What follows belongs to an exercise in optimizing a design on an open flow for small area, a short achievable clock period and few clock cycles per item; a production flow would make more cautious choices.
RTL that was checked went through simulation tests only; none was proved equivalent to the original.

Design geofence, start of the top module:
module geofence (clk,
                 reset,
                 X,
                 Y,
                 valid,
                 is_inside);
clock: 7.5 ns
lec_check: 0
cap_margin: 20
core_margin: 2
core_utilization: 40
cts_buf_list: sky130_fd_sc_hd__clkbuf_4 sky130_fd_sc_hd__clkbuf_8
setup_slack_margin: 1.5
slew_margin: 20
synth_hierarchical: 1
synth_minimum_keep_size: 0
run.sh (not shown) runs the stock make flow with config.mk's settings and CLKGATE_MAP_FILE= SYNTH_SCRIPT=/design/flow/synth_recipe.tcl, a recipe that flattens the netlist after the stock synthesis.
The first run ran to the end with no violations.
Change:
--- a/flow/design.v
+++ b/flow/design.v
@@ -24,18 +24,20 @@
 endmodule
 module CSEL (input s, input a, input b, output y);
     assign y = s ? a : b;
 endmodule
 module CrossProduct (input [10:0] ax,
                      input [10:0] ay,
                      input [10:0] bx,
                      input [10:0] by,
+                     input [9:0] nax,
+                     input [9:0] nby,
                      output pos);
-    wire [9:0] na = ax[9:0], nb = by[9:0], mc = ay[9:0], md = bx[9:0];
+    wire [9:0] na = nax, nb = nby, mc = ay[9:0], md = bx[9:0];
     wire n1 = ax[10] ^ by[10];    
     wire n2 = ay[10] ^ bx[10];    
     wire x, pa, pb;
     assign pa = n1 ? (n2 & ~x) : (n2 | x);
     assign pb = n1 ? (n2 & x) : (n2 | ~x);
     wire p1, q2, p3, q4, p5, q6, p7, q8, p9, q10, p11, q12, p13, q14, p15, q16;
     wire p17, q18, p19, q20, p21, q22, p23, q24, p25, q26, p27, q28, p29, q30, p31, q32;
     wire p33, q34, p35, q36, p37, q38, p39, q40, p41, q42, p43, q44, p45, q46, p47, q48;
@@ -522,24 +524,25 @@
     input clk;
     input reset;
     input [9:0] X;
     input [9:0] Y;
     output valid;
     output is_inside;
     reg [3:0] cnt;
     reg [9:0] px, py;
-    reg [10:0] ux, sx, ex;                
-    reg [10:0] uy, sy, ey;                
+    reg [10:0] ux, sx, sy, ex, ey;        
+    reg uys;                              
+    reg [9:0] uyn;                        
+    wire [10:0] uy = {uys, ~uyn};
     reg ins, vld;
     wire cs, ce;
-    wire [10:0] nsx = {sx[10], ~sx[9:0]}, nex = {ex[10], ~ex[9:0]};
-    wire [10:0] psy = {sy[10], ~sy[9:0]}, pey = {ey[10], ~ey[9:0]};
-    CrossProduct C0 (.ax(nsx), .ay(psy), .bx(ux), .by(uy), .pos(cs));
-    CrossProduct C1 (.ax(nex), .ay(pey), .bx(ux), .by(uy), .pos(ce));
+    wire [9:0] nsx = ~sx[9:0], nex = ~ex[9:0], nuy = uyn;
+    CrossProduct C0 (.ax(sx), .ay(sy), .bx(ux), .by(uy), .nax(nsx), .nby(nuy), .pos(cs));
+    CrossProduct C1 (.ax(ex), .ay(ey), .bx(ux), .by(uy), .nax(nex), .nby(nuy), .pos(ce));
     assign valid = vld;
     assign is_inside = ins;
     always @(posedge clk or posedge reset) begin
         if (reset) begin
             cnt <= 4'd0;
             vld <= 1'b0;
         end else begin
             cnt <= (cnt == 4'd8) ? 4'd0 : cnt + 4'd1;
@@ -562,17 +565,18 @@
     wire [9:0] my = dy[9:0] ^ ({10{dy[10]}} & ly);
     wire place = cnt >= 4'd3 && cnt <= 4'd7;
     always @(posedge clk) begin
         if (cnt == 4'd0) begin
             px <= X;
             py <= Y;
         end
         ux <= {dx[10], mx};
-        uy <= {dy[10], ~my};
+        uys <= dy[10];
+        uyn <= ~my;
         if (cnt == 4'd2 || (place && !cs && !ce)) begin
             sx <= ux;
             sy <= uy;
         end
         if (cnt == 4'd2 || (place && cs && ce)) begin
             ex <= ux;
             ey <= uy;
         end
Synthesized cell count went down by about 1%.
Routed wire length went down by about 7%.
First-iteration DRC count went up by 5.6%.
Clock-buffer cell count went up by 2.
Global-route usage went down by 0.66 points.
Core utilization went down by 2.1 points.
Clock skew barely changes.
Worst hold slack is about the same.
Design area went down by 6.5%.
Testbench counts after the change, summed over its fixed seeds: cycles 28,800, tests 3,200.
No functional check of the RTL was part of the first run of this note.

what the ideal ports hide:
In the flow no input, the clock included, has a driving cell. The finished layouts below were timed again as built, in two steps.
Step 1 assumes that a clkbuf_16 drives the clock port and a buf_2 every other input.
Step 2 moves the port delays by t, midway between the first and last clock arrival at a register: inputs arrive t later, outputs are due t later. That takes back most of the time a late clock gives input paths.
a / b / c = no drivers / after step 1 / after step 2; a / b = the first two.
| run | shift t [ns] | setup slack, ns | worst hold slack (ns) | worst slew at a driven data input, ns |
|---|---|---|---|---|
| the first run | 0.399 | 1.626 / 1.626 / 1.626 | 0.492 / 0.492 / 0.492 | 0.04 |
| the second run | 0.395 | 1.779 / 1.779 / 1.779 | 0.491 / 0.491 / 0.491 | 0.04 |
After both steps every run listed still meets setup and hold.
